This is an optimization exercise on Yosys and OpenROAD, whose aim is small area, not a production implementation.
At most, simulation tests tie the RTL to the original design; equivalence was not proved.
For run 4, only the layout was checked, not whether the RTL still works.
Power figures rest on the tool's default switching activity, not on a simulated workload.

==> design.v <==
`timescale 1ns/1ps
module ddr2_ctrl
  (
   input         clk,
   input         rst,
   input  [2:0]  af_cmd,
   input  [30:0] af_addr,
   input         af_empty,
   input         phy_init_done,
   output        ctrl_ref_flag,
   output        ctrl_af_rden,
   output        ctrl_wren,
   output        ctrl_rden,
   output [12:0] ctrl_addr,
   output [1:0]  ctrl_ba,
   output        ctrl_ras_n,
   output        ctrl_cas_n,
   output        ctrl_we_n,
   output [0:0]  ctrl_cs_n
   );
  localparam [3:0] S_IDLE = 4'b0000;
  localparam [3:0] S_ARW  = 4'b0001;    
  localparam [3:0] S_PW   = 4'b0010;    
  localparam [3:0] S_PW1  = 4'b0011;    
  localparam [3:0] S_AW   = 4'b0100;    
  localparam [3:0] S_WW   = 4'b0110;    
  localparam [3:0] S_RW   = 4'b0111;    
  localparam [3:0] S_AR   = 4'b1001;    
  localparam [3:0] S_PRE  = 4'b1010;    
  localparam [3:0] S_ACT  = 4'b1011;    
  localparam [3:0] S_BW   = 4'b1100;    
  localparam [3:0] S_BR   = 4'b1101;    
  reg [3:0] state_r;
  reg [3:0] next_state;
  wire is_cmd  = state_r[3];
  wire is_bst  = state_r[3] & state_r[2];                   
  wire is_bw   = is_bst & ~state_r[0];
  wire is_br   = is_bst &  state_r[0];
  wire is_ar   = state_r[3] & ~state_r[2] & ~state_r[1];
  wire is_pre  = state_r[3] & ~state_r[2] & state_r[1] & ~state_r[0];
  wire is_act  = state_r[3] & ~state_r[2] & state_r[1] &  state_r[0];
  wire is_arw  = (state_r == S_ARW);
  reg ras_n_r, cas_n_r, we_n_r;    
  reg rst_r, rst_r1, cs_n_r;
  always @(posedge clk) begin
    rst_r  <= rst;
    rst_r1 <= rst_r;
    cs_n_r <= rst_r1;
  end
  reg phy_init_done_r;
  always @(posedge clk)
    phy_init_done_r <= phy_init_done;
  reg  [11:0] ref_cnt;
  wire [11:0] ref_nxt  = {ref_cnt[10:0],
                          ~(ref_cnt[11] ^ ref_cnt[5] ^ ref_cnt[3] ^ ref_cnt[0])};
  wire        ref_flag = (ref_cnt == 12'd1968);
  wire        ref_near = (ref_cnt == 12'd2540) | (ref_cnt == 12'd984);
  always @(posedge clk) begin
    if (rst_r1 & ~ref_near)
      ref_cnt <= 12'd0;
    else if (~rst_r1 & ref_flag)
      ref_cnt <= 12'd1;
    else
      ref_cnt <= ref_nxt;
  end
  reg auto_ref_r;
  always @(posedge clk) begin
    if (rst_r1)
      auto_ref_r <= 1'b0;
    else if (ref_flag)
      auto_ref_r <= 1'b1;
    else if (is_ar)
      auto_ref_r <= 1'b0;
  end
  reg [5:0] wait_cnt;
  always @(posedge clk) begin
    if (is_ar)
      wait_cnt <= 6'd32;
    else if (is_act)
      wait_cnt <= 6'd10;
    else if (is_pre)
      wait_cnt <= 6'd3;
    else if (is_bw)
      wait_cnt <= 6'd8;
    else if (is_br)
      wait_cnt <= {wait_cnt[5:1], wait_cnt[0] | wait_ok};    
    else if (wait_cnt != 6'd0)
      wait_cnt <= wait_cnt - 6'd1;
  end
  wire wait_ok   = (wait_cnt == 6'd0);
  wire rcd_ok    = ~wait_cnt[3] | (wait_cnt[2:0] == 3'd0);   
  wire first_arw = is_arw & wait_cnt[5];    
  reg [2:0] ta_cnt;
  reg       last_wr;
  always @(posedge clk) begin
    if (rst_r1)
      ta_cnt <= 3'd0;
    else if (is_bw)
      ta_cnt <= 3'd7;
    else if (is_br)
      ta_cnt <= 3'd4;
    else if (ta_cnt != 3'd0)
      ta_cnt <= ta_cnt - 3'd1;
  end
  always @(posedge clk) begin
    if (is_bw)
      last_wr <= 1'b1;
    else if (is_br)
      last_wr <= 1'b0;
  end
  wire ta_zero    = (ta_cnt == 3'd0);
  wire wr_to_rd_ok = ~last_wr | ta_zero;
  wire rd_to_wr_ok =  last_wr | ta_zero;
  wire r1_bw      =  last_wr & (ta_cnt == 3'd7);    
  wire r1_br      = ~last_wr & ta_cnt[2];           
  wire sm_rden_r  = r1_bw | r1_br;
  assign ctrl_wren =  last_wr & ta_cnt[2] & ta_cnt[1];
  assign ctrl_rden = ~last_wr & (ta_cnt[2] | (ta_cnt[1] & ta_cnt[0]));
  wire sm_rden = is_bst;
  reg  rd_af_flag_r, ctrl_af_rden_r;
  reg  af_valid_r, af_valid_r1, af_valid_r2;
  reg  [1:0]  bank1, bank2;
  reg  [12:0] row1;
  reg  [9:0]  col1;
  reg         rd1, rd2;        
  reg         bank_conflict_r;
  assign ctrl_af_rden = sm_rden | rd_af_flag_r;
  always @(posedge clk) begin
    if (rst_r1)
      rd_af_flag_r <= 1'b0;
    else if (ctrl_af_rden_r | (rd_af_flag_r & (af_valid_r | af_valid_r1)))
      rd_af_flag_r <= 1'b0;
    else if (~af_valid_r1 | ~af_valid_r)
      rd_af_flag_r <= 1'b1;
  end
  always @(posedge clk)
    ctrl_af_rden_r <= ctrl_af_rden & ~af_empty;
  always @(posedge clk) begin
    if (rst_r1)
      af_valid_r <= 1'b0;
    else if (ctrl_af_rden_r | sm_rden_r | ~af_valid_r1 | ~af_valid_r2)
      af_valid_r <= ctrl_af_rden_r;
  end
  wire en1 = ~af_valid_r1 | sm_rden_r | ~af_valid_r2;
  always @(posedge clk) begin
    if (rst_r1) begin
      af_valid_r1 <= 1'b0;
      bank1       <= 2'b00;
    end else if (en1) begin
      af_valid_r1 <= af_valid_r;
      bank1       <= af_addr[24:23];
    end
    if (en1) begin
      row1 <= af_addr[22:10];
      col1 <= af_addr[9:0];
      rd1  <= af_cmd[0];
    end
  end
  wire en2 = sm_rden | ~af_valid_r2;
  always @(posedge clk) begin
    if (rst_r1)
      af_valid_r2 <= 1'b0;
    else if (en2)
      af_valid_r2 <= af_valid_r1;
  end
  reg  [3:0]  bank_open;
  reg  [1:0]  mru0, mru1, mru2;
  reg  [12:0] open_row [0:3];
  reg         row_conflict_r;
  wire        all_open = &bank_open;
  wire        cmd_act = ~ras_n_r & cas_n_r & we_n_r;
  reg  [1:0]  row_bank;    
  wire [1:0]  bank1_nxt = rst_r1 ? 2'b00 : en1 ? af_addr[24:23] : bank1;
  always @(posedge clk)
    row_bank <= is_act ? bank2 : bank1_nxt;
  wire [12:0] row_sel = open_row[row_bank];
  always @(posedge clk)
    if (en2 & af_valid_r1)
      open_row[bank1] <= row1;
  wire [1:0]  lru_bank = all_open ? (mru0 ^ mru1 ^ mru2) : 2'b00;
  always @(posedge clk) begin
    if (en2) begin
      bank2 <= bank1;
      row_conflict_r <= (row_sel != row1);
      rd2   <= rd1;
      bank_conflict_r <= ~bank_open[bank1];
    end
  end
  reg [9:0] col_r;
  always @(posedge clk)
    if (~af_valid_r2 | sm_rden_r)
      col_r <= col1;
  wire act_upd = is_act & ~rst_r1;
  wire hit0 = (mru0 == bank2);
  wire hit1 = (mru1 == bank2);
  always @(posedge clk) begin
    if (first_arw)
      bank_open <= 4'b0000;
    else if (act_upd)
      bank_open[bank2] <= 1'b1;
    if (act_upd) begin
      mru0 <= bank2;
      if (~hit0)
        mru1 <= mru0;
      if (~hit0 & ~hit1)
        mru2 <= mru1;
    end
  end
  always @(posedge clk) begin
    if (rst_r1)
      state_r <= S_IDLE;
    else
      state_r <= next_state;
  end
  wire is_ww_rw  = (state_r[3:1] == 3'b011);
  wire req_ready = af_valid_r2 & ~bank_conflict_r & ~row_conflict_r;
  wire go_pre = wait_ok & (auto_ref_r | (is_ww_rw & af_valid_r2 & ~bank_conflict_r & row_conflict_r));
  wire go_act = ~auto_ref_r & (((state_r == S_PW) & wait_ok) |
                               (is_arw & wait_ok & af_valid_r2) |
                               (is_ww_rw & af_valid_r2 & bank_conflict_r));
  wire go_bst = ~auto_ref_r & (((state_r == S_AW) & rcd_ok) | (is_ww_rw & req_ready));
  wire go_bw  = go_bst & ~rd2 & rd_to_wr_ok;
  wire go_br  = go_bst &  rd2 & wr_to_rd_ok;
  always @(*) begin
    case (state_r)
      S_IDLE: next_state = phy_init_done_r ? S_AR : S_IDLE;
      S_PRE:  next_state = auto_ref_r ? S_PW1 : S_PW;
      S_PW1:  next_state = wait_ok ? S_AR : S_PW1;
      S_AR:   next_state = S_ARW;
      S_ACT:  next_state = S_AW;
      S_BW:   next_state = S_WW;
      S_BR:   next_state = S_RW;
      default:
        next_state = go_pre ? S_PRE : go_act ? S_ACT : go_bw ? S_BW :
                     go_br ? S_BR : state_r;
    endcase
  end
  always @(posedge clk) begin
    ras_n_r <= ~is_cmd | state_r[2];
    cas_n_r <= ~is_cmd | state_r[1];
    we_n_r  <= ~is_cmd | state_r[0];
  end
  reg        a10_r;
  reg [1:0]  ba_r;
  always @(posedge clk) begin
    a10_r <= is_pre & auto_ref_r;
    if (is_pre & bank_conflict_r)
      ba_r <= lru_bank;
    else
      ba_r <= bank2;
  end
  assign ctrl_addr[12:11] = row_sel[12:11] & {2{cmd_act}};
  assign ctrl_addr[10]    = (row_sel[10] & cmd_act) | a10_r;
  assign ctrl_addr[9:0]   = (row_sel[9:0] & {10{cmd_act}}) | (col_r & {10{ras_n_r}});
  assign ctrl_ref_flag = ref_flag;
  assign ctrl_ba    = ba_r;
  assign ctrl_ras_n = ras_n_r;
  assign ctrl_cas_n = cas_n_r;
  assign ctrl_we_n  = we_n_r;
  assign ctrl_cs_n  = cs_n_r;
endmodule
`timescale 1ns/1ps
module ddr2_ctrl_top (
  input         clk,
  input         rst,
  input  [2:0]  af_cmd,
  input  [30:0] af_addr,
  input         af_empty,
  input         phy_init_done,
  output        ctrl_ref_flag,
  output        ctrl_af_rden,
  output        ctrl_wren,
  output        ctrl_rden,
  output [12:0] ctrl_addr,
  output [1:0]  ctrl_ba,
  output        ctrl_ras_n,
  output        ctrl_cas_n,
  output        ctrl_we_n,
  output [0:0]  ctrl_cs_n
);
  ddr2_ctrl u_ctrl (
    .clk           (clk),
    .rst           (rst),
    .af_cmd        (af_cmd),
    .af_addr       (af_addr),
    .af_empty      (af_empty),
    .phy_init_done (phy_init_done),
    .ctrl_ref_flag (ctrl_ref_flag),
    .ctrl_af_rden  (ctrl_af_rden),
    .ctrl_wren     (ctrl_wren),
    .ctrl_rden     (ctrl_rden),
    .ctrl_addr     (ctrl_addr),
    .ctrl_ba       (ctrl_ba),
    .ctrl_ras_n    (ctrl_ras_n),
    .ctrl_cas_n    (ctrl_cas_n),
    .ctrl_we_n     (ctrl_we_n),
    .ctrl_cs_n     (ctrl_cs_n)
  );
endmodule
==> flow/run.sh <==
#!/bin/bash
# Standard ORFS layout with two changes: ports are buffered with buf_1, and
# CTS inserts no dummy loads and uses small clock buffers. Each tool's output
# goes to a log file here.
set -euo pipefail
export BUFFER_PORTS_ARGS="-buffer_cell sky130_fd_sc_hd__buf_1"
export REMOVE_ABC_BUFFERS=1
export CTS_ARGS="-sink_clustering_enable -repair_clock_nets -dont_use_dummy_load -buf_list sky130_fd_sc_hd__clkbuf_8"
bash standard.sh > standard.log 2>&1
==> standard.sh <==
#!/bin/bash
# synth_recipe.tcl (not shown) runs the flow's synth.tcl, then flattens the netlist and writes it again
# the make line also repeats each setting of config.mk as NAME=value (left out here)
make -C /OpenROAD-flow-scripts/flow DESIGN_CONFIG=/design/flow/config.mk WORK_HOME=/design/flow/orfs CLKGATE_MAP_FILE= SYNTH_SCRIPT=/design/flow/synth_recipe.tcl "${@:-finish}"
==> config.mk <==
export PLATFORM = sky130hd
export DESIGN_NAME = ddr2_ctrl_top
export DESIGN_NICKNAME = ddr2_ctrl_top
export VERILOG_FILES = /design/flow/design.v
export SDC_FILE = /design/flow/constraint.sdc
export NUM_CORES = 4
export LEC_CHECK = 0
export CAP_MARGIN = 0
export CORE_MARGIN = 2
export CORE_UTILIZATION = 70
export GPL_TIMING_DRIVEN = 0
export PLACE_DENSITY = 0.8
export SLEW_MARGIN = 0
==> constraint.sdc <==
create_clock -name core_clock -period 5.0 [get_ports {clk}]
set_input_delay 1.0000 -clock core_clock [delete_from_list [all_inputs] [get_ports {clk}]]
set_output_delay 1.0000 -clock core_clock [all_outputs]
set_load 0.01 [all_outputs]
==> results.tsv, run 1 <==
stage	metric	value	unit
routing	Final ANT Viol Nets	0	
final_layout	fin nets	519	
timing	Setup Viol. Count Final	0	
logic_synthesis	largest family of logic cells by synthesized area	simple AND/OR/NAND/NOR gates	
placement	I/O Buffers	52	
min_path	Hold Crit Start	u_ctrl.rst_r$_DFF_P_	
final_layout	# fillers	512	
clock_tree	CTS Sinks	147	
routing	WL/cell	18.2	um
critical_path	CP Class	reg -> out	
global_route	initial antenna violation count	0	
logic_synthesis	XOR/XNOR Fraction of Synth Area	4.58	%
clock_tree	CTS Buf Count	17	
clock_tree	CTS tree	built	
timing	Worst Tran Pin Value	1.25	ns
logic_synthesis	Post-synth top cells	edfxtp_1 (97), dfxtp_1 (50), nor2_1 (29)	
critical_path	Reg2Reg Capture Point	u_ctrl.open_row[2][8]$_DFFE_PP_	
logic_synthesis	synth top area cells	edfxtp_1 (49%), dfxtp_1 (17%), mux4_1 (4.0%)	
clock_tree	post-cts sizing count	0	
logic_synthesis	Synth Instances	420	
global_route	vias in the first global route	3338	
logic_synthesis	sequential fraction of the synthesis area	66.0	%
critical_path	crit path max-delay cell type	dfxtp_1	
logic_synthesis	Post-Synth Adder-Cell Area	1.22	%
logic_synthesis	ys flop type	edfxtp_1	
timing	Setup Skew	0.0335	ns
routing	DRC	0	
critical_path	Crit path max-delay family	flip-flops	
global_route	first-pass GRT wire length	16.6	mm
routing	Iter 0 DRT Violations	219	
critical_path	Critical Path AT	2.37	ns
clock_tree	Post-CTS Setup Inserts	0	
routing	via count	3470	
clock_tree	# H-tree levels	4	
floorplanning	Core ar.	8220	um2
routing	Post-Route WL	10.5	mm
critical_path	Worst R2R Setup Slack	1.87	ns
min_path	Hold Path Depth	0	
clock_tree	CTS root buf	clkbuf_8	
logic_synthesis	Yosys top cell by area	edfxtp_1	
final_layout	layout cells sized above 1	7.81	%
job	Max-cap violations	0	
pwr	Leak	2.29	nW
pwr	total chip power	2.75	mW
final_layout	Util after Layout	77.6	%
critical_path	delay of the slowest critical-path stage	0.87	ns
logic_synthesis	post-synth cell types	64	
final_layout	n_diodes	0	
floorplanning	# rows	33	
logic_synthesis	mux contribution to synthesized area	6.44	%
logic_synthesis	EDFF count, synth	97	
min_path	hold path endpoint	u_ctrl.rst_r1$_DFF_P_	
global_route	pin count of the biggest net entering global routing	28	
logic_synthesis	most common cell in the netlist	edfxtp_1	
floorplanning	io pins	61	
critical_path	critical-path cell list	mux4_1 -> a22o_1 -> buf_1	
clock_tree	Worst-Skew Late Latency	0.43	ns
critical_path	reg2reg path depth	5	
floorplanning	die area	9220	um2
pwr	Worst VDD drop	0.226	mV
min_path	Hold Path Class	reg -> reg	
logic_synthesis	synthesized cell area	5930	um2
critical_path	nature of the critical path startpoint	flop	
logic_synthesis	Avg Cell Area, Syn	14.1	um2
logic_synthesis	Synth Area in Simple Gates	10.8	%
timing	period utilization	67.4	%
floorplanning	width of the die	96.0	um
timing	RSZ-0062 raised after global routing	false	
logic_synthesis	area share of the leading cell type in the synthesized netlist	49.1	%
clock_tree	Max Root-Sink Buffers	2	
routing	Via density	5.99	
timing	Hold Fails Final Rpt	0	
logic_synthesis	Synth Area in Compound Gates	7.66	%
placement	RD Place Congestion	0.883	
timing	minimum clock period	3.37	ns
timing	Fmax	0.297	GHz
pwr	PD cells	432	nW/um2
timing	Max Transition Viols Final	0	
routing	first drt pass iteration count	4	
critical_path	Bufs and invs on worst path	1	
critical_path	Crit. End Element	primary output	
critical_path	reg2reg start	u_ctrl.state_r[3]$_SDFFE_PP0P_	
logic_synthesis	Synthesis Warnings	1	
clock_tree	hold bufs inserted after CTS	0	
logic_synthesis	Synth Register Bits	147	
outcome	status	complete, no violations	
timing	post-route setup TNS	0	ns
logic_synthesis	FFs w/ async S/R, synth	0	%
global_route	GRT Total Usage	24.5	%
critical_path	Crit Path Max Fanout	13	
timing	slew margin rel.	16.6	%
global_route	grt ovf	0	
clock_tree	clock-pin slew on the worst setup and hold paths	0.06	ns
critical_path	Critical Path RT	4.00	ns
floorplanning	DIE HEIGHT	96.0	um
floorplanning	Initial Utilization	72.2	%
placement	DP HPWL	6.97	mm
final_layout	P&R area growth vs syn	7.58	%
==> through the flow <==
step / std cells / instance area (um2) / hold slack [ns] / setup WS (ns)
global route: 579 / 6380 / 0.344 / 1.51
floorplan: 404 / 5800 / 0.310 / 2.29
finish: 579 / 6380 / 0.328 / 1.63
global placement: 561 / 6130 / 0.312 / 1.18
detailed placement: 562 / 6140 / 0.314 / 1.90
CTS: 579 / 6380 / 0.329 / 1.59
==> state kept, by name, indices dropped and copies added (netlist names), 2 cells and up, named ones only <==
signal	flops
u_ctrl.open_row	52
u_ctrl.row1	13
u_ctrl.ref_cnt	12
u_ctrl.col1	10
u_ctrl.col_r	10
u_ctrl.wait_cnt	6
u_ctrl.bank_open	4
u_ctrl.state_r	4
u_ctrl.ta_cnt	3
u_ctrl.ba_r	2
u_ctrl.bank1	2
u_ctrl.bank2	2
u_ctrl.mru0	2
u_ctrl.mru1	2
u_ctrl.mru2	2
==> placed cells by master (no fill, tap or decap), types with 13 or more instances in the layout <==
| cell type | instances |
|---|---|
| edfxtp_1 | 97 |
| and2_1 | 14 |
| nand2_1 | 24 |
| xnor2_1 | 15 |
| dfxtp_1 | 50 |
| clkbuf_8 | 17 |
| o21ai_0 | 13 |
| nor2_1 | 29 |
| a21oi_1 | 16 |
| xor2_1 | 16 |
| inv_1 | 16 |
| buf_1 | 52 |
==> kinds of logic (layout without fill, tap and decap cells) <==
kind of cell / after synthesis / in the layout
AOI/OAI and AO/OA: 65 / 65
xor gates and xnor gates: 31 / 31
adders and majority gates: 6 / 6
buffers and inverters: 34 / 88
DFF: 147 / 147
muxes: 17 / 17
and+or+nand+nor: 120 / 120
==> worst register-to-register path, stage by stage, from the launching register on <==
cell and delay (ns):
dfxtp_1 0.78, nand2_1 0.37, nand2_1 0.30, and2_1 0.25, nand2_1 0.08, nor2_1 0.94
==> where the power goes <==
part           leakage, nW  internal [mW]  total [mW]  switching, mW
clock                0.122          0.299       0.653          0.353
combinational        0.827          0.258       0.556          0.298
sequential            1.34           1.40        1.54          0.147
total                 2.29           1.96        2.75          0.798
==> how the worst max path moves through the flow <==
stage                                               from                                to  depth (start not counted)
after floorplan           u_ctrl.state_r[3]$_SDFFE_PP0P_   u_ctrl.open_row[0][0]$_DFFE_PP_                          4
after global placement    u_ctrl.state_r[3]$_SDFFE_PP0P_  u_ctrl.open_row[0][12]$_DFFE_PP_                          4
after detailed placement  u_ctrl.state_r[3]$_SDFFE_PP0P_  u_ctrl.open_row[2][10]$_DFFE_PP_                          5
after CTS                                           flop                      ctrl_addr[4]                          3
after global routing                                flop                      ctrl_addr[2]                          3
final                                               flop                      ctrl_addr[4]                          3
==> per-layer routing <==
layer  global-route usage, %  part of all wire (%)
met1                    35.3                    45
met2                    37.7                    49
met3                    5.48                   5.3
met4                    7.86                  0.66
met5                       0                     0
==> final cells by class <==
cell class / instances / area [um2] / share of cell area (%)
Multi-Input combinational cell: 239 / 1830 / 28.6
Inverter: 18 / 67.6 / 1.06
Timing Repair Buffer: 53 / 206 / 3.24
Clock buffer: 17 / 234 / 3.67
Tap cell: 105 / 131 / 2.06
Sequential cell: 147 / 3910 / 61.4
==> run 2: changes to the inputs <==
--- a/flow/run.sh
+++ b/flow/run.sh
@@ -5,5 +5,6 @@
 set -euo pipefail
 export BUFFER_PORTS_ARGS="-buffer_cell sky130_fd_sc_hd__buf_1"
 export REMOVE_ABC_BUFFERS=1
+export RECOVER_POWER=100
 export CTS_ARGS="-sink_clustering_enable -repair_clock_nets -dont_use_dummy_load -buf_list sky130_fd_sc_hd__clkbuf_8"
 bash standard.sh > standard.log 2>&1
==> results.tsv, run 2 <==
stage	metric	value	unit
outcome	status	complete, no violations	
global_route	initial antenna violation count	0	
final_layout	most frequent cells in the layout	edfxtp_1 (97), buf_1 (52), dfxtp_1 (50)	
global_route	met3 GRT Util	5.48	%
final_layout	fin nets	519	
logic_synthesis	area share of the leading cell type in the synthesized netlist	49.1	%
timing	Setup Viol. Count Final	0	
logic_synthesis	EDFF count, synth	97	
critical_path	Reg2Reg Capture Point	u_ctrl.open_row[0][8]$_DFFE_PP_	
timing	worst setup slack after layout	1.55	ns
placement	pre-CTS setup slack	1.90	ns
logic_synthesis	sequential fraction of the synthesis area	66.0	%
clock_tree	CTS tree	built	
critical_path	nature of the critical path startpoint	flop	
final_layout	top flop regs	u_ctrl.open_row: 52 flops, u_ctrl.row1: 13 flops, u_ctrl.ref_cnt: 12 flops	
final_layout	n_diodes	0	
logic_synthesis	Synth Instances	420	
pwr	total chip power	2.74	mW
clock_tree	CTS Sinks	147	
final_layout	final instance area	6350	um2
floorplanning	# rows	33	
logic_synthesis	most common cell in the netlist	edfxtp_1	
critical_path	CP Class	reg -> reg	
critical_path	Worst R2R Setup Slack	1.55	ns
logic_synthesis	XOR/XNOR Fraction of Synth Area	4.58	%
logic_synthesis	Post-Synth Adder-Cell Area	1.22	%
global_route	met2 GRT Util	37.7	%
final_layout	max reg flops	52	
critical_path	Critical Path AT	3.50	ns
logic_synthesis	Post-synth top cells	edfxtp_1 (97), dfxtp_1 (50), nor2_1 (29)	
logic_synthesis	synthesized cell area	5930	um2
min_path	Hold Path Class	reg -> reg	
timing	slew margin rel.	15.6	%
pwr	Leak	2.27	nW
timing	Max Transition Viols Final	0	
critical_path	reg2reg start	u_ctrl.state_r[3]$_SDFFE_PP0P_	
routing	Final ANT Viol Nets	0	
floorplanning	width of the die	96.0	um
clock_tree	Max Root-Sink Buffers	2	
logic_synthesis	Synth Area in Simple Gates	10.8	%
floorplanning	Initial Utilization	72.2	%
logic_synthesis	mux contribution to synthesized area	6.44	%
placement	DP HPWL	6.97	mm
placement	Post-Place Cell Area	6140	um2
final_layout	P&R area growth vs syn	7.07	%
logic_synthesis	FFs w/ async S/R, synth	0	%
timing	Hold Fails Final Rpt	0	
routing	first drt pass iteration count	8	
clock_tree	post-cts sizing count	0	
logic_synthesis	ys flop type	edfxtp_1	
routing	Via density	5.96	
final_layout	largest reg by FF count	u_ctrl.open_row	
logic_synthesis	Synthesis Warnings	1	
final_layout	commonest non-fill, non-tap cell in the layout	edfxtp_1	
clock_tree	CTS root buf	clkbuf_8	
clock_tree	clock-pin slew on the worst setup and hold paths	0.07	ns
critical_path	Crit Path Max Fanout	20	
floorplanning	DIE HEIGHT	96.0	um
critical_path	critical path endpoint	u_ctrl.open_row[0][8]$_DFFE_PP_	
logic_synthesis	synth top area cells	edfxtp_1 (49%), dfxtp_1 (17%), mux4_1 (4.0%)	
global_route	M1 GR Usage	35.3	%
global_route	grt ovf	0	
pwr	PD cells	432	nW/um2
floorplanning	die area	9220	um2
critical_path	Crit. End Element	flop	
clock_tree	CTS Buf Count	17	
final_layout	fin cells	579	
pwr	Worst VDD drop	0.226	mV
final_layout	layout cells sized above 1	6.54	%
critical_path	reg2reg path depth	5	
global_route	pin count of the biggest net entering global routing	28	
placement	I/O Buffers	52	
placement	Inst Count DP	562	
timing	RSZ-0062 raised after global routing	false	
clock_tree	Worst-Skew Late Latency	0.43	ns
routing	via count	3452	
placement	RD Place Congestion	0.883	
floorplanning	Core ar.	8220	um2
timing	Worst Tran Pin Value	1.26	ns
global_route	first-pass GRT wire length	16.6	mm
job	Max-cap violations	0	
global_route	vias in the first global route	3338	
timing	Fmax	0.290	GHz
clock_tree	hold bufs inserted after CTS	0	
timing	Setup Skew	0.0320	ns
routing	Iter 0 DRT Violations	267	
logic_synthesis	largest family of logic cells by synthesized area	simple AND/OR/NAND/NOR gates	
timing	post-route setup TNS	0	ns
logic_synthesis	Synth Register Bits	147	
logic_synthesis	Yosys top cell by area	edfxtp_1	
timing	minimum clock period	3.45	ns
clock_tree	Post-CTS Setup Inserts	0	
routing	WL/cell	18.1	um
logic_synthesis	post-synth cell types	64	
clock_tree	# H-tree levels	4	
critical_path	CP Launch Point	u_ctrl.state_r[3]$_SDFFE_PP0P_	
logic_synthesis	Avg Cell Area, Syn	14.1	um2
routing	DRC	0	
floorplanning	io pins	61	
critical_path	Critical Path RT	5.06	ns
logic_synthesis	Synth Area in Compound Gates	7.66	%
global_route	gr busiest metal	met2	
timing	period utilization	68.9	%
global_route	GRT Total Usage	24.5	%
routing	Post-Route WL	10.5	mm
-- run 2: final cells by class --
| type | instances | area [um2] |
|---|---|---|
| Tap cell | 105 | 131 |
| Timing Repair Buffer | 53 | 199 |
| Inverter | 18 | 67.6 |
| Multi-Input combinational cell | 239 | 1800 |
| Sequential cell | 147 | 3910 |
| Clock buffer | 17 | 234 |
| Fill cell | 518 | 1870 |
-- run 2: cells by family after synthesis --
kind of cell,after synthesis
and+or+nand+nor,120
adders and majority gates,6
xor gates and xnor gates,31
DFF,147
buffers and inverters,34
AOI/OAI and AO/OA,65
muxes,17
-- run 2: how the worst min path moves through the flow --
stage | slack, ns | end | from | cells after the start
2_1_floorplan | 0.31 | u_ctrl.rst_r1$_DFF_P_ | u_ctrl.rst_r$_DFF_P_ | 0
3_3_place_gp | 0.31 | u_ctrl.rst_r1$_DFF_P_ | u_ctrl.rst_r$_DFF_P_ | 0
3_5_place_dp | 0.31 | u_ctrl.rst_r1$_DFF_P_ | u_ctrl.rst_r$_DFF_P_ | 0
4_1_cts | 0.33 | u_ctrl.rst_r1$_DFF_P_ | u_ctrl.rst_r$_DFF_P_ | 0
5_1_grt | 0.34 | u_ctrl.rst_r1$_DFF_P_ | u_ctrl.rst_r$_DFF_P_ | 0
6_report | 0.33 | u_ctrl.rst_r1$_DFF_P_ | u_ctrl.rst_r$_DFF_P_ | 0
-- run 2: power breakdown --
group / switching [mW] / internal, mW / total, mW / leakage (nW)
sequential: 0.144 / 1.40 / 1.54 / 1.34
combinational: 0.294 / 0.252 / 0.546 / 0.807
clock: 0.354 / 0.300 / 0.654 / 0.122
total: 0.792 / 1.95 / 2.74 / 2.27
-- run 2: critical path: stages (launching register included) --
cell      delay [ns]
dfxtp_1         0.73
nand2_1         0.35
nand2_1         0.30
and2_0          0.25
nor3b_1         0.99
clkbuf_1        0.45
-- run 2: metal layers --
metal | share of wire [%] | routed length (um) | vias up
met5 | 0 | 0 | -
met4 | 0.73 | 77 | 0
met3 | 5.0 | 526 | 8
met2 | 49 | 5130 | 113
met1 | 45 | 4780 | 1681
li1 | - | - | 1650
-- run 2: metrics by stage --
| step | util, % | hold slack, ns |
|---|---|---|
| 6_report | 77.3 | 0.329 |
| 5_1_grt | 77.3 | 0.344 |
| 4_1_cts | 77.6 | 0.329 |
| 3_5_place_dp | 74.8 | 0.314 |
| 3_3_place_gp | 74.6 | 0.312 |
| 2_1_floorplan | - | 0.310 |
==> run 3: changes to the inputs <==
--- a/flow/run.sh
+++ b/flow/run.sh
@@ -4,7 +4,5 @@
 # goes to a log file here.
 set -euo pipefail
 export BUFFER_PORTS_ARGS="-buffer_cell sky130_fd_sc_hd__buf_1"
-export REMOVE_ABC_BUFFERS=1
-export RECOVER_POWER=100
 export CTS_ARGS="-sink_clustering_enable -repair_clock_nets -dont_use_dummy_load -buf_list sky130_fd_sc_hd__clkbuf_8"
 bash standard.sh > standard.log 2>&1
--- a/config.mk
+++ b/config.mk
@@ -8,6 +8,5 @@
 export CAP_MARGIN = 0
 export CORE_MARGIN = 2
 export CORE_UTILIZATION = 70
-export GPL_TIMING_DRIVEN = 0
 export PLACE_DENSITY = 0.8
 export SLEW_MARGIN = 0
==> results.tsv, run 3 <==
stage	metric	value	unit
timing	Max Transition Viols Final	0	
pwr	Worst VDD drop	0.252	mV
critical_path	nature of the critical path startpoint	flop	
clock_tree	clock-pin slew on the worst setup and hold paths	0.07	ns
final_layout	P&R area growth vs syn	7.89	%
pwr	clock share of power	23.6	%
timing	Worst Tran Pin Value	1.13	ns
final_layout	n_diodes	0	
clock_tree	Max Root-Sink Buffers	2	
routing	Iter 0 DRT Violations	214	
pwr	PD cells	430	nW/um2
global_route	vias in the first global route	3294	
floorplanning	width of the die	96.0	um
final_layout	max reg flops	52	
critical_path	Reg2Reg Capture Point	u_ctrl.open_row[2][5]$_DFFE_PP_	
clock_tree	hold bufs inserted after CTS	0	
critical_path	Crit Path Max Fanout	13	
pwr	Comb pwr share	20.4	%
min_path	Hold Crit Start	u_ctrl.rst_r$_DFF_P_	
global_route	GRT Total Usage	25.6	%
floorplanning	die area	9220	um2
logic_synthesis	Avg Cell Area, Syn	14.1	um2
final_layout	commonest non-fill, non-tap cell in the layout	edfxtp_1	
logic_synthesis	FFs w/ async S/R, synth	0	%
pwr	Net Switching	795	uW
critical_path	CP Class	reg -> out	
global_route	initial antenna violation count	0	
placement	RD Place Congestion	0.900	
clock_tree	CTS root buf	clkbuf_8	
pwr	switching portion of total power	28.9	%
clock_tree	post-cts sizing count	0	
final_layout	fin nets	522	
critical_path	Crit path max-delay family	flip-flops	
floorplanning	io pins	61	
routing	Via density	6.06	
timing	period utilization	67.3	%
logic_synthesis	sequential fraction of the synthesis area	66.0	%
final_layout	top flop regs	u_ctrl.open_row: 52 flops, u_ctrl.row1: 13 flops, u_ctrl.ref_cnt: 12 flops	
clock_tree	CTS Sinks	147	
placement	DP HPWL	7.42	mm
floorplanning	Core ar.	8220	um2
timing	Setup Viol. Count Final	0	
clock_tree	CTS tree	built	
min_path	hold path endpoint	u_ctrl.rst_r1$_DFF_P_	
routing	Final ANT Viol Nets	0	
clock_tree	# H-tree levels	4	
routing	via count	3526	
logic_synthesis	EDFF count, synth	97	
critical_path	Worst R2R Setup Slack	2.17	ns
critical_path	reg2reg start	u_ctrl.state_r[3]$_SDFFE_PP0P_	
routing	DRC	0	
routing	Post-Route WL	10.8	mm
routing	WL/cell	18.5	um
timing	Hold Fails Final Rpt	0	
job	Max-cap violations	0	
clock_tree	Post-CTS Setup Inserts	0	
logic_synthesis	ys flop type	edfxtp_1	
logic_synthesis	synthesized cell area	5930	um2
floorplanning	Initial Utilization	72.2	%
critical_path	Critical Path AT	2.37	ns
timing	post-route setup TNS	0	ns
global_route	grt ovf	0	
min_path	Hold Path Depth	0	
logic_synthesis	synth top area cells	edfxtp_1 (49%), dfxtp_1 (17%), mux4_1 (4.0%)	
critical_path	Crit. End Element	primary output	
logic_synthesis	area share of the leading cell type in the synthesized netlist	49.1	%
timing	RSZ-0062 raised after global routing	false	
min_path	Hold Path Class	reg -> reg	
logic_synthesis	Synth Register Bits	147	
timing	Setup Skew	0.0361	ns
timing	minimum clock period	3.37	ns
logic_synthesis	most common cell in the netlist	edfxtp_1	
placement	I/O Buffers	52	
logic_synthesis	Synthesis Warnings	1	
logic_synthesis	Synth Instances	420	
global_route	first-pass GRT wire length	17.0	mm
final_layout	layout cells sized above 1	8.39	%
pwr	P_int	1.96	mW
final_layout	most frequent cells in the layout	edfxtp_1 (97), buf_1 (52), dfxtp_1 (50)	
logic_synthesis	Post-synth top cells	edfxtp_1 (97), dfxtp_1 (50), nor2_1 (29)	
floorplanning	DIE HEIGHT	96.0	um
timing	Fmax	0.297	GHz
critical_path	crit path max-delay cell type	dfxtp_1	
global_route	pin count of the biggest net entering global routing	28	
final_layout	Util after Layout	77.9	%
pwr	Leak	2.31	nW
critical_path	critical-path cell list	mux4_1 -> a22o_1 -> buf_1	
timing	slew margin rel.	24.4	%
pwr	Reg power frac	56.1	%
outcome	status	complete, no violations	
floorplanning	# rows	33	
critical_path	reg2reg path depth	6	
clock_tree	CTS Buf Count	17	
critical_path	Bufs and invs on worst path	1	
critical_path	delay of the slowest critical-path stage	0.88	ns
final_layout	largest reg by FF count	u_ctrl.open_row	
routing	first drt pass iteration count	5	
logic_synthesis	post-synth cell types	64	
logic_synthesis	Yosys top cell by area	edfxtp_1	
clock_tree	Worst-Skew Late Latency	0.43	ns
critical_path	Critical Path RT	4.00	ns
## run 3: cell counts after synthesis
No cell type changed its count.
## run 3: how the worst max path moves through the flow
stage,slack (ns),cells past startpoint,endpoint,start
floorplan,2.43,5,u_ctrl.open_row[0][0]$_DFFE_PP_,u_ctrl.state_r[2]$_SDFFE_PP0P_
global placement,2.08,3,ctrl_addr[1],flop
detailed placement,2.06,3,ctrl_addr[9],flop
CTS,1.61,3,ctrl_addr[1],flop
finish,1.63,3,ctrl_addr[9],flop
global route,1.50,3,ctrl_addr[1],flop
## run 3: kinds of logic after synthesis
| family | Yosys count | synth area share [%] |
|---|---|---|
| flip-flops | 147 | 66.0 |
| AND/OR/NAND/NOR | 120 | 10.8 |
| AO/OA/AOI/OAI | 65 | 7.66 |
| buffers and inverters | 34 | 3.29 |
| XOR/XNOR | 31 | 4.58 |
| multiplexers | 17 | 6.44 |
| adder cells (fa/ha/maj) | 6 | 1.22 |
## run 3: layer usage
| metal | wire length (um) | vias to the layer above | global-route usage [%] |
|---|---|---|---|
| met5 | 0 | - | 0 |
| met4 | 100 | 0 | 7.02 |
| met3 | 642 | 13 | 6.34 |
| met2 | 5340 | 121 | 39.8 |
| met1 | 4690 | 1731 | 36.5 |
| li1 | - | 1661 | - |
## run 3: worst register-to-register path: cells and delay by family, from the launching register on
kind	cells	cell delay (ns)
simple gates	5	1.47
flops	1	0.76
buf+inv	1	0.30
## run 3: power groups by stage
stage	registers [mW]	clock network [mW]	logic, mW
6_report	1.54	0.648	0.560
5_1_grt	1.56	0.707	0.628
4_1_cts	1.54	0.656	0.563
3_5_place_dp	1.56	0	0.559
3_3_place_gp	1.56	0	0.541
2_1_floorplan	1.49	0	0.503
## run 3: layout make-up
type                    instances  area, um2
well taps                     105        131
fillers                       506       1820
repair buffers                 56        225
flip-flops and latches        147       3910
multi-input cells             239       1830
inverters                      18       67.6
clock buffers                  17        234
## run 3: through the flow
step / cells / power [mW] / hold slack (ns) / worst slack, ns / instance area [um2]
after floorplan: 420 / 2.00 / 0.310 / 2.43 / 5930
after global placement: 565 / 2.10 / 0.332 / 2.08 / 6160
after detailed placement: 565 / 2.12 / 0.328 / 2.06 / 6160
after CTS: 582 / 2.76 / 0.365 / 1.61 / 6400
after global routing: 582 / 2.90 / 0.381 / 1.50 / 6400
final: 582 / 2.75 / 0.365 / 1.63 / 6400
==> run 4: changes to the inputs <==
--- a/design.v
+++ b/design.v
@@ -21,10 +21,10 @@
   localparam [3:0] S_IDLE = 4'b0000;
   localparam [3:0] S_ARW  = 4'b0001;    
   localparam [3:0] S_PW   = 4'b0010;    
-  localparam [3:0] S_PW1  = 4'b0011;    
-  localparam [3:0] S_AW   = 4'b0100;    
-  localparam [3:0] S_WW   = 4'b0110;    
-  localparam [3:0] S_RW   = 4'b0111;    
+  localparam [3:0] S_AW   = 4'b0011;    
+  localparam [3:0] S_WW   = 4'b0100;    
+  localparam [3:0] S_RW   = 4'b0101;    
+  localparam [3:0] S_PW1  = 4'b0110;    
   localparam [3:0] S_AR   = 4'b1001;    
   localparam [3:0] S_PRE  = 4'b1010;    
   localparam [3:0] S_ACT  = 4'b1011;    
@@ -50,16 +50,17 @@
   reg phy_init_done_r;
   always @(posedge clk)
     phy_init_done_r <= phy_init_done;
+  localparam [11:0] REF_S0 = 12'd2756;
+  localparam [11:0] REF_F  = 12'd708;
+  localparam [11:0] REF_H  = 12'd354;
   reg  [11:0] ref_cnt;
+  wire        ref_flag = (ref_cnt == REF_F);
+  wire        ref_hold = (ref_cnt == REF_H);
   wire [11:0] ref_nxt  = {ref_cnt[10:0],
-                          ~(ref_cnt[11] ^ ref_cnt[5] ^ ref_cnt[3] ^ ref_cnt[0])};
-  wire        ref_flag = (ref_cnt == 12'd1968);
-  wire        ref_near = (ref_cnt == 12'd2540) | (ref_cnt == 12'd984);
-  always @(posedge clk) begin
-    if (rst_r1 & ~ref_near)
-      ref_cnt <= 12'd0;
-    else if (~rst_r1 & ref_flag)
-      ref_cnt <= 12'd1;
+                          ~(ref_cnt[11] ^ ref_cnt[5] ^ ref_cnt[3] ^ ref_cnt[0]) ^ ref_flag};
+  always @(posedge clk) begin
+    if (rst_r1 & cs_n_r & ~ref_hold)
+      ref_cnt <= REF_S0;
     else
       ref_cnt <= ref_nxt;
   end
@@ -212,7 +213,7 @@
     else
       state_r <= next_state;
   end
-  wire is_ww_rw  = (state_r[3:1] == 3'b011);
+  wire is_ww_rw  = (state_r[3:1] == 3'b010);
   wire req_ready = af_valid_r2 & ~bank_conflict_r & ~row_conflict_r;
   wire go_pre = wait_ok & (auto_ref_r | (is_ww_rw & af_valid_r2 & ~bank_conflict_r & row_conflict_r));
   wire go_act = ~auto_ref_r & (((state_r == S_PW) & wait_ok) |
@@ -226,10 +227,8 @@
       S_IDLE: next_state = phy_init_done_r ? S_AR : S_IDLE;
       S_PRE:  next_state = auto_ref_r ? S_PW1 : S_PW;
       S_PW1:  next_state = wait_ok ? S_AR : S_PW1;
-      S_AR:   next_state = S_ARW;
-      S_ACT:  next_state = S_AW;
-      S_BW:   next_state = S_WW;
-      S_BR:   next_state = S_RW;
+      S_AR, S_ACT, S_BW, S_BR:
+              next_state = {1'b0, state_r[2:0]};    
       default:
         next_state = go_pre ? S_PRE : go_act ? S_ACT : go_bw ? S_BW :
                      go_br ? S_BR : state_r;
--- a/flow/run.sh
+++ b/flow/run.sh
@@ -4,5 +4,6 @@
 # goes to a log file here.
 set -euo pipefail
 export BUFFER_PORTS_ARGS="-buffer_cell sky130_fd_sc_hd__buf_1"
+export REMOVE_ABC_BUFFERS=1
 export CTS_ARGS="-sink_clustering_enable -repair_clock_nets -dont_use_dummy_load -buf_list sky130_fd_sc_hd__clkbuf_8"
 bash standard.sh > standard.log 2>&1
--- a/config.mk
+++ b/config.mk
@@ -8,5 +8,6 @@
 export CAP_MARGIN = 0
 export CORE_MARGIN = 2
 export CORE_UTILIZATION = 70
+export GPL_TIMING_DRIVEN = 0
 export PLACE_DENSITY = 0.8
 export SLEW_MARGIN = 0
==> results.tsv, run 4 <==
stage	metric	value	unit
logic_synthesis	Post-synth top cells	edfxtp_1 (97), dfxtp_1 (50), nor2_1 (29)	
floorplanning	die area	9300	um2
clock_tree	CTS Buf Count	17	
clock_tree	CTS root buf	clkbuf_8	
global_route	GRT Total Usage	26.5	%
timing	Setup Viol. Count Final	0	
final_layout	commonest non-fill, non-tap cell in the layout	edfxtp_1	
logic_synthesis	synth top area cells	edfxtp_1 (49%), dfxtp_1 (17%), mux4_2 (5.3%)	
min_path	Hold Path Depth	0	
global_route	initial antenna violation count	0	
min_path	Hold Path Class	reg -> reg	
final_layout	# fillers	512	
timing	Hold Fails Final Rpt	0	
critical_path	Worst R2R Setup Slack	1.64	ns
final_layout	n_diodes	0	
clock_tree	post-cts sizing count	0	
floorplanning	# rows	33	
critical_path	Critical Path AT	3.39	ns
placement	DP HPWL	7.58	mm
logic_synthesis	Synth Instances	433	
pwr	Leak	2.28	nW
outcome	status	complete, no violations	
final_layout	layout cells sized above 1	9.09	%
routing	via count	3704	
critical_path	reg2reg path depth	5	
final_layout	top flop regs	u_ctrl.open_row: 52 flops, u_ctrl.row1: 13 flops, u_ctrl.ref_cnt: 12 flops	
timing	Max Transition Viols Final	0	
logic_synthesis	EDFF count, synth	97	
clock_tree	# H-tree levels	4	
clock_tree	CTS Sinks	147	
routing	uppermost layer routed	met4	
critical_path	Crit Path Max Fanout	28	
logic_synthesis	ys flop type	edfxtp_1	
logic_synthesis	sequential fraction of the synthesis area	65.5	%
critical_path	CP Class	reg -> reg	
timing	period utilization	67.3	%
routing	first drt pass iteration count	5	
global_route	grt ovf	0	
critical_path	Reg2Reg Capture Point	u_ctrl.open_row[1][8]$_DFFE_PP_	
critical_path	CP Launch Point	u_ctrl.state_r[3]$_SDFFE_PP0P_	
timing	minimum clock period	3.36	ns
routing	Final ANT Viol Nets	0	
clock_tree	CTS tree	built	
routing	WL/cell	19.4	um
logic_synthesis	FFs w/ async S/R, synth	0	%
timing	Setup Skew	0.0197	ns
placement	RD Place Congestion	0.872	
clock_tree	Post-CTS Setup Inserts	0	
clock_tree	Max Root-Sink Buffers	2	
logic_synthesis	most common cell in the netlist	edfxtp_1	
pwr	Worst VDD drop	0.348	mV
clock_tree	Worst-Skew Late Latency	0.43	ns
timing	post-route setup TNS	0	ns
final_layout	P&R area growth vs syn	8.14	%
floorplanning	DIE HEIGHT	96.4	um
final_layout	most frequent cells in the layout	edfxtp_1 (97), buf_1 (52), dfxtp_1 (50)	
global_route	pin count of the biggest net entering global routing	29	
routing	DRT met1 WL	4.86	mm
routing	DRC	0	
placement	Post-Place Cell Area	6230	um2
routing	Post-Route WL	11.4	mm
logic_synthesis	Synthesis Warnings	1	
logic_synthesis	Yosys top cell by area	edfxtp_1	
routing	Iter 0 DRT Violations	295	
routing	Via density	6.29	
floorplanning	width of the die	96.4	um
clock_tree	hold bufs inserted after CTS	0	
logic_synthesis	post-synth cell types	62	
critical_path	Crit. End Element	flop	
global_route	first-pass GRT wire length	17.8	mm
floorplanning	io pins	61	
logic_synthesis	Avg Cell Area, Syn	13.8	um2
global_route	vias in the first global route	3496	
floorplanning	Core ar.	8260	um2
critical_path	Critical Path RT	5.02	ns
critical_path	nature of the critical path startpoint	flop	
final_layout	fin nets	529	
job	Max-cap violations	0	
clock_tree	clock-pin slew on the worst setup and hold paths	0.07	ns
logic_synthesis	Synth Register Bits	147	
placement	I/O Buffers	52	
floorplanning	Initial Utilization	72.4	%
pwr	PD cells	457	nW/um2
final_layout	max reg flops	52	
timing	RSZ-0062 raised after global routing	false	
timing	Fmax	0.297	GHz
timing	slew margin rel.	14.2	%
routing	metal2 WL	5.57	mm
final_layout	final instance area	6460	um2
critical_path	reg2reg start	u_ctrl.state_r[3]$_SDFFE_PP0P_	
final_layout	largest reg by FF count	u_ctrl.open_row	
logic_synthesis	area share of the leading cell type in the synthesized netlist	48.7	%
logic_synthesis	synthesized cell area	5980	um2
routing	met3 routed WL	826	um
timing	Worst Tran Pin Value	1.28	ns
critical_path	critical path endpoint	u_ctrl.open_row[1][8]$_DFFE_PP_	
[run 4: cells by family (layout without fill, tap and decap cells)]
family | count (synthesis) | after routing | synth area share, %
adder cells (fa/ha/maj) | 6 | 6 | 1.21
AND/OR/NAND/NOR | 118 | 118 | 10.8
flip-flops | 147 | 147 | 65.5
buffers and inverters | 37 | 88 | 2.64
XOR/XNOR | 31 | 31 | 4.54
multiplexers | 21 | 21 | 6.53
AO/OA/AOI/OAI | 73 | 73 | 8.85
[run 4: worst max-delay path: stages (launching register included)]
cell,delay [ns]
dfxtp_1,0.89
nand2_1,0.42
nand2_1,0.37
and2_1,0.23
nand2_1,0.07
nor2_1,0.96
[run 4: how the worst min path moves through the flow]
stage / start / slack (ns) / end
3_5_place_dp: u_ctrl.rst_r$_DFF_P_ / 0.33 / u_ctrl.rst_r1$_DFF_P_
5_1_grt: u_ctrl.rst_r$_DFF_P_ / 0.36 / u_ctrl.rst_r1$_DFF_P_
2_1_floorplan: u_ctrl.rst_r$_DFF_P_ / 0.31 / u_ctrl.rst_r1$_DFF_P_
3_3_place_gp: u_ctrl.rst_r$_DFF_P_ / 0.31 / u_ctrl.rst_r1$_DFF_P_
6_report: u_ctrl.rst_r$_DFF_P_ / 0.35 / u_ctrl.rst_r1$_DFF_P_
4_1_cts: u_ctrl.rst_r$_DFF_P_ / 0.35 / u_ctrl.rst_r1$_DFF_P_
[run 4: layout make-up]
type | instances | area, um2 | area share, %
Sequential cell | 147 | 3910 | 60.5
Multi-Input combinational cell | 249 | 1910 | 29.6
Clock buffer | 17 | 234 | 3.62
Timing Repair Buffer | 53 | 206 | 3.19
Tap cell | 105 | 131 | 2.03
Inverter | 18 | 67.6 | 1.05
[run 4: metrics by stage]
stage	setup WS (ns)	instances	util (%)	total power [mW]	hold WS, ns
final	1.64	589	78.3	2.96	0.346
after global placement	1.04	571	75.3	2.26	0.310
after CTS	1.58	589	78.3	2.95	0.354
after global routing	1.33	589	78.3	3.11	0.358
after floorplan	2.13	414	-	2.10	0.310
after detailed placement	1.64	572	75.5	2.30	0.326
[run 4: layer usage]
layer  track usage [%]  vias up
met5                 0        -
met4              9.04        0
met3              6.98       19
met2              42.6      181
met1              35.6     1803
li1                  -     1701
[run 4: report_power, final]
part / leakage, nW / internal (mW) / switching [mW]
logic: 0.808 / 0.329 / 0.354
registers: 1.35 / 1.42 / 0.187
clock network: 0.122 / 0.300 / 0.372
==> run 5: changes to the inputs <==
--- a/design.v
+++ b/design.v
@@ -21,10 +21,10 @@
   localparam [3:0] S_IDLE = 4'b0000;
   localparam [3:0] S_ARW  = 4'b0001;    
   localparam [3:0] S_PW   = 4'b0010;    
-  localparam [3:0] S_AW   = 4'b0011;    
-  localparam [3:0] S_WW   = 4'b0100;    
-  localparam [3:0] S_RW   = 4'b0101;    
-  localparam [3:0] S_PW1  = 4'b0110;    
+  localparam [3:0] S_PW1  = 4'b0011;    
+  localparam [3:0] S_AW   = 4'b0100;    
+  localparam [3:0] S_WW   = 4'b0110;    
+  localparam [3:0] S_RW   = 4'b0111;    
   localparam [3:0] S_AR   = 4'b1001;    
   localparam [3:0] S_PRE  = 4'b1010;    
   localparam [3:0] S_ACT  = 4'b1011;    
@@ -50,17 +50,16 @@
   reg phy_init_done_r;
   always @(posedge clk)
     phy_init_done_r <= phy_init_done;
-  localparam [11:0] REF_S0 = 12'd2756;
-  localparam [11:0] REF_F  = 12'd708;
-  localparam [11:0] REF_H  = 12'd354;
   reg  [11:0] ref_cnt;
-  wire        ref_flag = (ref_cnt == REF_F);
-  wire        ref_hold = (ref_cnt == REF_H);
   wire [11:0] ref_nxt  = {ref_cnt[10:0],
-                          ~(ref_cnt[11] ^ ref_cnt[5] ^ ref_cnt[3] ^ ref_cnt[0]) ^ ref_flag};
-  always @(posedge clk) begin
-    if (rst_r1 & cs_n_r & ~ref_hold)
-      ref_cnt <= REF_S0;
+                          ~(ref_cnt[11] ^ ref_cnt[5] ^ ref_cnt[3] ^ ref_cnt[0])};
+  wire        ref_flag = (ref_cnt == 12'd1968);
+  wire        ref_near = (ref_cnt == 12'd2540) | (ref_cnt == 12'd984);
+  always @(posedge clk) begin
+    if (rst_r1 & ~ref_near)
+      ref_cnt <= 12'd0;
+    else if (~rst_r1 & ref_flag)
+      ref_cnt <= 12'd1;
     else
       ref_cnt <= ref_nxt;
   end
@@ -213,7 +212,7 @@
     else
       state_r <= next_state;
   end
-  wire is_ww_rw  = (state_r[3:1] == 3'b010);
+  wire is_ww_rw  = (state_r[3:1] == 3'b011);
   wire req_ready = af_valid_r2 & ~bank_conflict_r & ~row_conflict_r;
   wire go_pre = wait_ok & (auto_ref_r | (is_ww_rw & af_valid_r2 & ~bank_conflict_r & row_conflict_r));
   wire go_act = ~auto_ref_r & (((state_r == S_PW) & wait_ok) |
@@ -227,8 +226,10 @@
       S_IDLE: next_state = phy_init_done_r ? S_AR : S_IDLE;
       S_PRE:  next_state = auto_ref_r ? S_PW1 : S_PW;
       S_PW1:  next_state = wait_ok ? S_AR : S_PW1;
-      S_AR, S_ACT, S_BW, S_BR:
-              next_state = {1'b0, state_r[2:0]};    
+      S_AR:   next_state = S_ARW;
+      S_ACT:  next_state = S_AW;
+      S_BW:   next_state = S_WW;
+      S_BR:   next_state = S_RW;
       default:
         next_state = go_pre ? S_PRE : go_act ? S_ACT : go_bw ? S_BW :
                      go_br ? S_BR : state_r;
==> flow/run.sh (replaced) <==
#!/bin/bash
# The standard ORFS layout (standard.sh) with these changes:
#  - after the standard synthesis, flow/restructure.tcl re-maps the
#    combinational logic for area (OpenROAD restructure -target area); the
#    registers are kept as the standard synthesis made them;
#  - ports are buffered with buf_1 (BUFFER_PORTS_ARGS);
#  - CTS uses clkbuf_8 and inserts no dummy loads (CTS_ARGS).
# Each tool's output goes to a log file of its own here.
set -euo pipefail
export BUFFER_PORTS_ARGS="-buffer_cell sky130_fd_sc_hd__buf_1"
export REMOVE_ABC_BUFFERS=1
export CTS_ARGS="-sink_clustering_enable -repair_clock_nets -dont_use_dummy_load -buf_list sky130_fd_sc_hd__clkbuf_8"
R=orfs/results/sky130hd/ddr2_ctrl_top/base
LIB=$FLOW_HOME/platforms/sky130hd/lib/sky130_fd_sc_hd__tt_025C_1v80.lib

bash standard.sh synth > standard_synth.log 2>&1
cp $R/1_synth.odb $R/1_synth_std.odb
mkdir -p restructure_work
RS_LIB=$LIB RS_IN=$R/1_synth_std.odb RS_SDC=$R/1_synth.sdc RS_OUT=$R/1_synth_rs.odb \
RS_WORK=$PWD/restructure_work \
  openroad -no_init -exit flow/restructure.tcl > restructure.log 2>&1
cp $R/1_synth_rs.odb $R/1_synth.odb
touch $R/1_synth.sdc

bash standard.sh > standard.log 2>&1
==> flow/restructure.tcl (new file) <==
# Area recovery on the standard synthesis's netlist: OpenROAD's restructure
# re-maps the combinational logic between the registers with ABC for area.
# The registers (their cells and names) are not touched.
read_liberty $::env(RS_LIB)
read_db $::env(RS_IN)
read_sdc $::env(RS_SDC)
set_dont_use [get_lib_cells {sky130_fd_sc_hd__probe_p_8 sky130_fd_sc_hd__probec_p_8 sky130_fd_sc_hd__lpflow_*}]
report_design_area
restructure -target area -liberty_file $::env(RS_LIB) \
  -tielo_port sky130_fd_sc_hd__conb_1/LO -tiehi_port sky130_fd_sc_hd__conb_1/HI \
  -work_dir $::env(RS_WORK)
report_design_area
report_worst_slack
write_db $::env(RS_OUT)
==> results.tsv, run 5 <==
stage	metric	value	unit
logic_synthesis	Avg Cell Area, Syn	12.5	um2
timing	Fmax	0.229	GHz
critical_path	reg2reg path depth	7	
global_route	first-pass GRT wire length	17.8	mm
pwr	Leak	1.99	nW
final_layout	max reg flops	52	
placement	I/O Buffers	52	
final_layout	fin nets	552	
job	Max-cap violations	0	
routing	WL/cell	18.2	um
logic_synthesis	synthesized cell area	5550	um2
pwr	Worst VDD drop	0.245	mV
final_layout	largest reg by FF count	u_ctrl.open_row	
routing	via count	3836	
floorplanning	DIE HEIGHT	93.0	um
final_layout	top flop regs	u_ctrl.open_row: 52 flops, u_ctrl.row1: 13 flops, u_ctrl.ref_cnt: 12 flops	
global_route	pin count of the biggest net entering global routing	28	
floorplanning	# rows	32	
logic_synthesis	Synthesis Warnings	1	
global_route	vias in the first global route	3612	
clock_tree	CTS Buf Count	17	
timing	period utilization	87.5	%
routing	Final ANT Viol Nets	0	
logic_synthesis	Synth Instances	442	
critical_path	delay of the slowest critical-path stage	1.03	ns
clock_tree	hold bufs inserted after CTS	0	
final_layout	commonest non-fill, non-tap cell in the layout	edfxtp_1	
routing	DRC	0	
placement	DP HPWL	7.60	mm
routing	Post-Route WL	11.2	mm
critical_path	CP Class	reg -> out	
final_layout	final instance area	6110	um2
placement	Post-Place Cell Area	5870	um2
timing	Max Transition Viols Final	0	
timing	minimum clock period	4.38	ns
final_layout	multi-input combinational cell area	1440	um2
clock_tree	Post-CTS Setup Inserts	0	
clock_tree	CTS Sinks	147	
global_route	grt ovf	0	
critical_path	Bufs and invs on worst path	2	
min_path	Hold Path Class	reg -> reg	
floorplanning	die area	8650	um2
final_layout	n_diodes	0	
timing	Setup Skew	0.0233	ns
floorplanning	Core ar.	7690	um2
timing	Hold Fails Final Rpt	0	
min_path	Hold Path Depth	0	
global_route	GRT Total Usage	27.5	%
critical_path	Critical Path RT	4.00	ns
outcome	status	complete, no violations	
final_layout	# fillers	462	
timing	slew margin rel.	12.5	%
critical_path	Crit path max-delay family	buffers and inverters	
routing	Iter 0 DRT Violations	470	
routing	Via density	6.25	
global_route	initial antenna violation count	0	
timing	Setup Viol. Count Final	0	
timing	RSZ-0062 raised after global routing	false	
clock_tree	CTS root buf	clkbuf_8	
clock_tree	Max Root-Sink Buffers	2	
final_layout	fin cells	614	
timing	final hold slack	0.336	ns
placement	RD Place Congestion	0.912	
floorplanning	io pins	61	
critical_path	Levels on crit path	5	
critical_path	Crit Path Max Fanout	27	
final_layout	P&R area growth vs syn	10.1	%
pwr	total chip power	2.67	mW
critical_path	Crit. End Element	primary output	
routing	first drt pass iteration count	5	
floorplanning	width of the die	93.0	um
timing	Worst Tran Pin Value	1.31	ns
placement	Inst Count DP	597	
critical_path	crit path max-delay cell type	clkinv_1	
final_layout	most frequent cells in the layout	edfxtp_1 (97), buf_1 (52), dfxtp_1 (50), clkinv_1 (50), o22ai_1 (41)	
pwr	PD cells	437	nW/um2
final_layout	layout cells sized above 1	3.52	%
critical_path	critical-path cell list	clkinv_1 -> o22ai_1 -> o22a_1 -> o21ai_0 -> buf_1	
critical_path	critical path endpoint	ctrl_addr[4]	
critical_path	Critical Path AT	3.38	ns
critical_path	Worst R2R Setup Slack	1.01	ns
critical_path	nature of the critical path startpoint	flop	
clock_tree	# H-tree levels	4	
final_layout	Register Area	3910	um2
floorplanning	Initial Utilization	72.1	%
critical_path	Reg2Reg Capture Point	u_ctrl.row_conflict_r$_DFFE_PN_	
clock_tree	post-cts sizing count	0	
clock_tree	Worst-Skew Late Latency	0.42	ns
clock_tree	clock-pin slew on the worst setup and hold paths	0.07	ns
timing	post-route setup TNS	0	ns
clock_tree	CTS tree	built	
==> run 5: changes by cell type in the layout (fill, tap and decap cells not counted), sizes merged, moves of 7 or more <==
cell | previous run | this run
xor2 | 13 | 0
xnor2 | 18 | 3
nor2 | 29 | 40
and2 | 9 | 0
o21a | 2 | 13
o22a | 0 | 16
inv | 18 | 0
o22ai | 4 | 41
nor3 | 8 | 16
nand2b | 9 | 2
o21ai | 11 | 26
clkinv | 0 | 50
a22o | 10 | 0
mux4 | 14 | 0
==> run 5: worst min-delay path by stage <==
| stage | from | to |
|---|---|---|
| floorplan | u_ctrl.rst_r$_DFF_P_ | u_ctrl.rst_r1$_DFF_P_ |
| global placement | u_ctrl.rst_r$_DFF_P_ | u_ctrl.rst_r1$_DFF_P_ |
| detailed placement | u_ctrl.rst_r$_DFF_P_ | u_ctrl.rst_r1$_DFF_P_ |
| CTS | u_ctrl.rst_r$_DFF_P_ | u_ctrl.rst_r1$_DFF_P_ |
| global route | u_ctrl.rst_r$_DFF_P_ | u_ctrl.rst_r1$_DFF_P_ |
| finish | u_ctrl.rst_r$_DFF_P_ | u_ctrl.rst_r1$_DFF_P_ |
==> run 5: power by group <==
part | internal, mW | switching (mW) | leakage, nW
Sequential | 1.39 | 0.110 | 1.34
Combinational | 0.196 | 0.323 | 0.522
Clock | 0.300 | 0.345 | 0.122
Total | 1.89 | 0.778 | 1.99
==> run 5: per-stage QoR <==
| step | utilization (%) | setup slack, ns |
|---|---|---|
| after global placement | 76.3 | 1.18 |
| after global routing | 79.4 | 0.378 |
| after floorplan | - | 2.11 |
| after CTS | 79.4 | 0.670 |
| final | 79.4 | 0.624 |
| after detailed placement | 76.4 | 1.15 |
==> run 5: area by class of cell <==
type / count / share of cell area (%)
flip-flops and latches: 147 / 64.1
multi-input cells: 245 / 23.6
repair buffers: 53 / 3.28
inverters: 50 / 3.07
well taps: 102 / 2.09
clock buffers: 17 / 3.83
==> run 5: worst reg2reg max path: cells and delay by family (launching register included) <==
family,cells,cell delay [ns]
AOI/OAI and AO/OA,5,1.48
DFF,1,1.00
and+or+nand+nor,1,0.19
buffers and inverters,1,1.04
==> run 5: metal layers <==
metal	vias up	part of all wire [%]	track usage, %	wire (um)
met4	0	1.1	9.19	124
met1	1803	43	38.1	4780
met5	-	0	0	0
met2	182	49	44.0	5430
li1	1838	-	-	-
met3	13	7.4	6.20	832

## what the ideal ports hide
The flow's constraints put no driver on any port. The routed layouts listed below were extracted and timed again, unchanged, in two steps.
Step 1: set_driving_cell puts a clkbuf_16 on clk and a buf_2 on each other input, an assumption about the parent block.
Step 2 also shifts input and output timing later by t, the mid clock arrival at the registers, as if the neighbouring blocks saw the same clock.
Three values: ideal ports, drivers, drivers and shift; two values: the first two.
run	t (ns)	setup WS [ns]	worst setup path at the end
run 1	0.446	1.630 / 1.600 / 1.874	register to register
run 2	0.447	1.553 / 1.553 / 1.553	register to register
run 3	0.449	1.634 / 1.600 / 2.049	register to output
run 4	0.461	1.635 / 1.611 / 1.635	register to register
run 5	0.442	0.624 / 0.592 / 1.014	register to register
After both steps every run listed still meets setup and hold.
